Source: an optimization exercise on an open RTL-to-GDS flow (aim: small area). Production flows keep margins and buffers that such runs may drop. The RTL was checked by simulation tests, not by an equivalence proof against the original design. Power is estimated from default activity; no workload was simulated.

Design tiny_cache_vlog, start of the top module:
module tiny_cache_vlog (
   input        clk,
   input  [7:0] cpu_address,
   input        cpu_rd,
   input        cpu_wr,
   input        reset,
   output       cpuwait,
   output [7:0] memory_address,
   output       memory_rd,
   output       memory_wr,
   input  [7:0] cpu_data_in,
   output [7:0] cpu_data_out,
   input  [7:0] memory_data_in,
   output [7:0] memory_data_out
);
Settings: LEC_CHECK=0, CAP_MARGIN=0, CORE_MARGIN=2, CORE_UTILIZATION=65, PLACE_DENSITY=0.75, SLEW_MARGIN=0; clock period 6.0 ns.
standard.sh (not shown) runs the stock make flow with config.mk's settings and CLKGATE_MAP_FILE= SYNTH_SCRIPT=/design/flow/synth_recipe.tcl, a recipe that flattens the netlist after the stock synthesis.
==> flow/flow/run.sh <==
#!/bin/bash
# Own layout flow: the standard flow (standard.sh) with
#  - an area-oriented ABC script for the combinational logic,
#  - buf_1 cells as the port buffers,
#  - gate resizing not limited to same-footprint cells,
#  - clock tree synthesis without dummy loads, with clkbuf_8 buffers only.
# Each tool's full output stays in orfs/logs; make's own output goes to
# flow_make.log in the work folder.
set -euo pipefail
W=$(pwd)
export OWN_WORK=$W
export OWN_ABC_SCRIPT=$W/flow/abc_area.script
bash standard.sh \
  SYNTH_SCRIPT=$W/flow/synth.tcl \
  MATCH_CELL_FOOTPRINT=0 \
  "BUFFER_PORTS_ARGS=-buffer_cell sky130_fd_sc_hd__buf_1" \
  "CTS_ARGS=-repair_clock_nets -dont_use_dummy_load -buf_list {sky130_fd_sc_hd__clkbuf_8}" \
  finish > $W/flow_make.log 2>&1
==> flow/flow/abc_area.script <==
&get -n
&st
&dch
&nf -R 1000
&put
==> flow/flow/synth.tcl <==
# The standard synthesis (synth_recipe.tcl in the work folder), with one
# change: the combinational mapping uses an area-recovering ABC script.
# Registers are mapped before this step, so their names and cells are the
# standard synthesis's.
proc abc {args} {
  set i [lsearch -exact $args -script]
  if {$i >= 0} { lset args [expr {$i + 1}] $::env(OWN_ABC_SCRIPT) }
  yosys abc {*}$args
}
source $::env(OWN_WORK)/synth_recipe.tcl
The first run produced a clean layout.
Rerun with:
==> flow/run.sh (new file) <==
#!/bin/bash
# synth_recipe.tcl (not shown) runs the flow's synth.tcl, then flattens the netlist and writes it again
# the make line also repeats each setting of config.mk as NAME=value (left out here)
make -C /OpenROAD-flow-scripts/flow DESIGN_CONFIG=/design/flow/config.mk WORK_HOME=/design/flow/orfs CLKGATE_MAP_FILE= SYNTH_SCRIPT=/design/flow/synth_recipe.tcl finish
--- a/flow/config.mk
+++ b/flow/config.mk
@@ -8 +8,2 @@
-export CAP_MARGIN = 0
+export ABC_AREA = 1
+export CAP_MARGIN = 20
@@ -10,3 +11,3 @@
-export CORE_UTILIZATION = 65
-export PLACE_DENSITY = 0.75
-export SLEW_MARGIN = 0
+export CORE_UTILIZATION = 40
+export PLACE_DENSITY = 0.6
+export SLEW_MARGIN = 20
removed: flow/flow/run.sh
removed: flow/flow/abc_area.script
removed: flow/flow/synth.tcl
removed: flow/standard.sh
=> The changed run passed the timing, DRC and antenna checks. Synthesized area rises by 7.6%. Non-clock buffer count falls by 8. Final area rises by about 16%. Clock skew falls by 0.0080 ns. Sequential share of layout area falls by 10 points.
Rerun with:
==> flow/flow/run.sh (new file) <==
#!/bin/bash
# Own layout flow: the standard flow (standard.sh) with
#  - an area-oriented ABC script for the combinational logic,
#  - buf_1 cells as the port buffers,
#  - clock tree synthesis without dummy loads, with clkbuf_8 buffers only.
# Each tool's full output stays in orfs/logs; make's own output goes to
# flow_make.log in the work folder.
set -euo pipefail
W=$(pwd)
export OWN_WORK=$W
export OWN_ABC_SCRIPT=$W/flow/abc_area.script
bash standard.sh \
  SYNTH_SCRIPT=$W/flow/synth.tcl \
  "BUFFER_PORTS_ARGS=-buffer_cell sky130_fd_sc_hd__buf_1" \
  "CTS_ARGS=-repair_clock_nets -dont_use_dummy_load -buf_list {sky130_fd_sc_hd__clkbuf_8}" \
  finish > $W/flow_make.log 2>&1
==> flow/flow/abc_area.script (new file) <==
&get -n
&st
&dch
&nf -R 1000
&put
==> flow/flow/synth.tcl (new file) <==
# The standard synthesis (synth_recipe.tcl in the work folder), with one
# change: the combinational mapping uses an area-recovering ABC script.
# Registers are mapped before this step, so their names and cells are the
# standard synthesis's.
proc abc {args} {
  set i [lsearch -exact $args -script]
  if {$i >= 0} { lset args [expr {$i + 1}] $::env(OWN_ABC_SCRIPT) }
  yosys abc {*}$args
}
source $::env(OWN_WORK)/synth_recipe.tcl
==> flow/standard.sh (new file) <==
#!/bin/bash
# synth_recipe.tcl (not shown) runs the flow's synth.tcl, then flattens the netlist and writes it again
# the make line also repeats each setting of config.mk as NAME=value (left out here)
make -C /OpenROAD-flow-scripts/flow DESIGN_CONFIG=/design/flow/config.mk WORK_HOME=/design/flow/orfs CLKGATE_MAP_FILE= SYNTH_SCRIPT=/design/flow/synth_recipe.tcl "${@:-finish}"
--- a/flow/config.mk
+++ b/flow/config.mk
@@ -8,2 +8 @@
-export ABC_AREA = 1
-export CAP_MARGIN = 20
+export CAP_MARGIN = 0
@@ -11,3 +10,3 @@
-export CORE_UTILIZATION = 40
-export PLACE_DENSITY = 0.6
-export SLEW_MARGIN = 20
+export CORE_UTILIZATION = 65
+export PLACE_DENSITY = 0.75
+export SLEW_MARGIN = 0
removed: flow/run.sh
What happened: The changed run completed without violations; synthesized area is lower by about 7%; clock-buffer cell count is lower by 9; via count is lower by 18%; routed wire length is lower by 26%.

---

run A:
tiny_cache_vlog again, from the RTL that the note above started with.
Settings: LEC_CHECK=0, CAP_MARGIN=0, CORE_MARGIN=2, CORE_UTILIZATION=65, PLACE_DENSITY=0.75, SLEW_MARGIN=0; clock period 6.0 ns.
==> flow/flow/run.sh <==
#!/bin/bash
# Own layout flow: the standard flow (standard.sh) with
#  - an area-oriented ABC script for the combinational logic,
#  - buf_1 cells as the port buffers,
#  - gate resizing not limited to same-footprint cells,
#  - clock tree synthesis without dummy loads, with clkbuf_4 buffers and clusters of at most 12 sinks.
# Each tool's full output stays in orfs/logs; make's own output goes to
# flow_make.log in the work folder.
set -euo pipefail
W=$(pwd)
export OWN_WORK=$W
export OWN_ABC_SCRIPT=$W/flow/abc_area.script
bash standard.sh \
  SYNTH_SCRIPT=$W/flow/synth.tcl \
  MATCH_CELL_FOOTPRINT=0 \
  "BUFFER_PORTS_ARGS=-buffer_cell sky130_fd_sc_hd__buf_1" \
  "CTS_ARGS=-sink_clustering_enable -repair_clock_nets -dont_use_dummy_load -sink_clustering_size 12 -sink_clustering_max_diameter 50 -sink_clustering_buffer sky130_fd_sc_hd__clkbuf_4 -buf_list {sky130_fd_sc_hd__clkbuf_4}" \
  finish > $W/flow_make.log 2>&1
==> flow/flow/abc_area.script <==
&get -n
&st
&dch
&nf -R 1000
&put
==> flow/flow/synth.tcl <==
# The standard synthesis (synth_recipe.tcl in the work folder), with one
# change: the combinational mapping uses an area-recovering ABC script.
# Registers are mapped before this step, so their names and cells are the
# standard synthesis's.
proc abc {args} {
  set i [lsearch -exact $args -script]
  if {$i >= 0} { lset args [expr {$i + 1}] $::env(OWN_ABC_SCRIPT) }
  yosys abc {*}$args
}
source $::env(OWN_WORK)/synth_recipe.tcl
Edits applied to the flow inputs when going from run A to run B:
- swapping 0 for 20 in CAP_MARGIN
- swapping 65 for 40 in CORE_UTILIZATION
- swapping 0.75 for 0.6 in PLACE_DENSITY
- swapping 0 for 20 in SLEW_MARGIN
==> flow/flow/run.sh <==
#!/bin/bash
# Own layout flow: the standard flow (standard.sh) with
#  - an area-oriented ABC script for the combinational logic,
#  - buf_1 cells as the port buffers,
#  - clock tree synthesis without dummy loads and with small clock buffers.
# Each tool's full output stays in orfs/logs; make's own output goes to
# flow_make.log in the work folder.
set -euo pipefail
W=$(pwd)
export OWN_WORK=$W
export OWN_ABC_SCRIPT=$W/flow/abc_area.script
bash standard.sh \
  SYNTH_SCRIPT=$W/flow/synth.tcl \
  "BUFFER_PORTS_ARGS=-buffer_cell sky130_fd_sc_hd__buf_1" \
  "CTS_ARGS=-sink_clustering_enable -repair_clock_nets -dont_use_dummy_load -buf_list {sky130_fd_sc_hd__clkbuf_2 sky130_fd_sc_hd__clkbuf_4 sky130_fd_sc_hd__clkbuf_8}" \
  finish > $W/flow_make.log 2>&1
--- outcome ---
Going from run A to run B, the proportion of cell area occupied by multi-input gates was found to have gone down by 0.64 points.
Comparing length of routed wiring on met1 for run A and run B, the bigger number came from run B.
Worst setup slack for run B is higher than for run A.
The following lists how run C was set up differently from run B:
- a change of SLEW_MARGIN from 20 to 0
- an added GPL_TIMING_DRIVEN of 0
- a change of CAP_MARGIN from 20 to 0
- a change of PLACE_DENSITY from 0.6 to 0.75
- a change of CORE_UTILIZATION from 40 to 65
==> flow/flow/run.sh <==
#!/bin/bash
# Own layout flow: the standard flow (standard.sh) with
#  - an area-oriented ABC script for the combinational logic,
#  - buf_1 cells as the port buffers,
#  - gate resizing not limited to same-footprint cells,
#  - placement that is not timing-driven, with synthesis buffers removed first,
#  - clock tree synthesis without dummy loads, with clkbuf_8 buffers only.
# Each tool's full output stays in orfs/logs; make's own output goes to
# flow_make.log in the work folder.
set -euo pipefail
W=$(pwd)
export OWN_WORK=$W
export OWN_ABC_SCRIPT=$W/flow/abc_area.script
bash standard.sh \
  SYNTH_SCRIPT=$W/flow/synth.tcl \
  MATCH_CELL_FOOTPRINT=0 \
  PRE_GLOBAL_PLACE_TCL=$W/flow/pre_gpl.tcl \
  "BUFFER_PORTS_ARGS=-buffer_cell sky130_fd_sc_hd__buf_1" \
  "CTS_ARGS=-repair_clock_nets -dont_use_dummy_load -buf_list {sky130_fd_sc_hd__clkbuf_8}" \
  finish > $W/flow_make.log 2>&1
==> flow/flow/pre_gpl.tcl (new file) <==
# Before global placement: take out the buffers synthesis put on the
# port-to-port feedthroughs (timing-driven placement, which would do this,
# is off); buffer_ports then buffers every port as usual.
remove_buffers
Results
- Run C went all the way through synthesis, placement and routing and the layout is clean on timing, DRC and antenna.
- Summary of run C over run B: final worst setup slack shrank by 0.23 ns, fill cell total of the finished layout shrank by 957, die height shrank by 21%, number of search-and-repair iterations in the first detailed-routing pass grew by 10.
- Going from run B to run C, H-tree depth went up 2; non-clock buffer count moved down; fraction of power consumed by the clock network lost 8.8 points; total routed wirelength lost 11%; post-detailed-placement cell area now sits lower.
- Run C against run B; combinational cell power is down by a few percent.
Input changes introduced in run D (baseline for comparison: run C):
- PLACE_DENSITY changed from 0.75 to 0.88
- SLEW_MARGIN changed from 0 to 20
- GPL_TIMING_DRIVEN removed (was 0)
- CAP_MARGIN changed from 0 to 20
- CORE_UTILIZATION changed from 65 to 80
diff --git a/flow/flow/run.sh b/flow/flow/run.sh
--- a/flow/flow/run.sh
+++ b/flow/flow/run.sh
@@ -4,4 +4,2 @@
 #  - buf_1 cells as the port buffers,
-#  - gate resizing not limited to same-footprint cells,
-#  - placement that is not timing-driven, with synthesis buffers removed first,
 #  - clock tree synthesis without dummy loads, with clkbuf_8 buffers only.
@@ -15,4 +13,2 @@
   SYNTH_SCRIPT=$W/flow/synth.tcl \
-  MATCH_CELL_FOOTPRINT=0 \
-  PRE_GLOBAL_PLACE_TCL=$W/flow/pre_gpl.tcl \
   "BUFFER_PORTS_ARGS=-buffer_cell sky130_fd_sc_hd__buf_1" \
removed: flow/flow/pre_gpl.tcl
On cell count: between run C and run D, it ends up lower for run C. [run D] combinational power share rose 0.5 points relative to run C. Run D: fraction of standard cell area in multi-input logic lower than run C. Comparing run C and run D, the higher share of the cycle needed by the critical path after routing is on run C. As far as synthesized cell count goes, run D and run C are indistinguishable; the numbers are identical. For the clock network fraction of total power, run D came in 0.2 points higher than run C did. Delta(global routing usage on met1, run D - run C) > 0. On setup slack of the critical path after layout: between run C and run D, it ends up higher for run D. Power (run D over run C): increase, 22 uW. Diff run C and run D: reported net switching power lower in run C.

[port drivers added, routing unchanged]
No port has a modelled driver above. Below, the same layouts with a new extraction and two added sets of constraints.
Step 1: set_driving_cell puts a clkbuf_16 on clk and a buf_2 on each other input, an assumption about the parent block.
Step 2, shift: input delay + t, output delay - t, t = (earliest + latest rising clock arrival at the registers) / 2. This alone moves slack from input paths to output paths.
Three values: ideal, step 1, step 2; two values: the first two.
| run | t, ns | setup WS [ns] | clock arrival spread, ns | worst register clock-pin slew, ns | pins driven straight from the clock port |
|---|---|---|---|---|---|
| the first run of note 1 | 0.492 | 0.359 / 0.336 / 0.336 | 0.033 / 0.033 | 0.09 / 0.09 | 1 |
| the second run of note 1 | 0.545 | 0.607 / 0.584 / 0.584 | 0.013 / 0.014 | 0.06 / 0.06 | 1 |
| the third run of note 1 | 0.492 | 0.359 / 0.336 / 0.336 | 0.033 / 0.033 | 0.09 / 0.09 | 1 |
| run A | 0.623 | 0.338 / 0.314 / 0.314 | 0.032 / 0.032 | 0.12 / 0.12 | 1 |
| run B | 0.535 | 0.521 / 0.499 / 0.499 | 0.046 / 0.046 | 0.06 / 0.06 | 1 |
| run C | 0.491 | 0.289 / 0.252 / 0.252 | 0.020 / 0.020 | 0.09 / 0.09 | 1 |
| run D | 0.478 | 0.347 / 0.324 / 0.324 | 0.049 / 0.049 | 0.11 / 0.11 | 1 |
After both steps every run listed still meets setup and hold. The setup slack of run C, which loses most, moves by -0.037 ns with the drivers and by -0.037 ns with both steps.
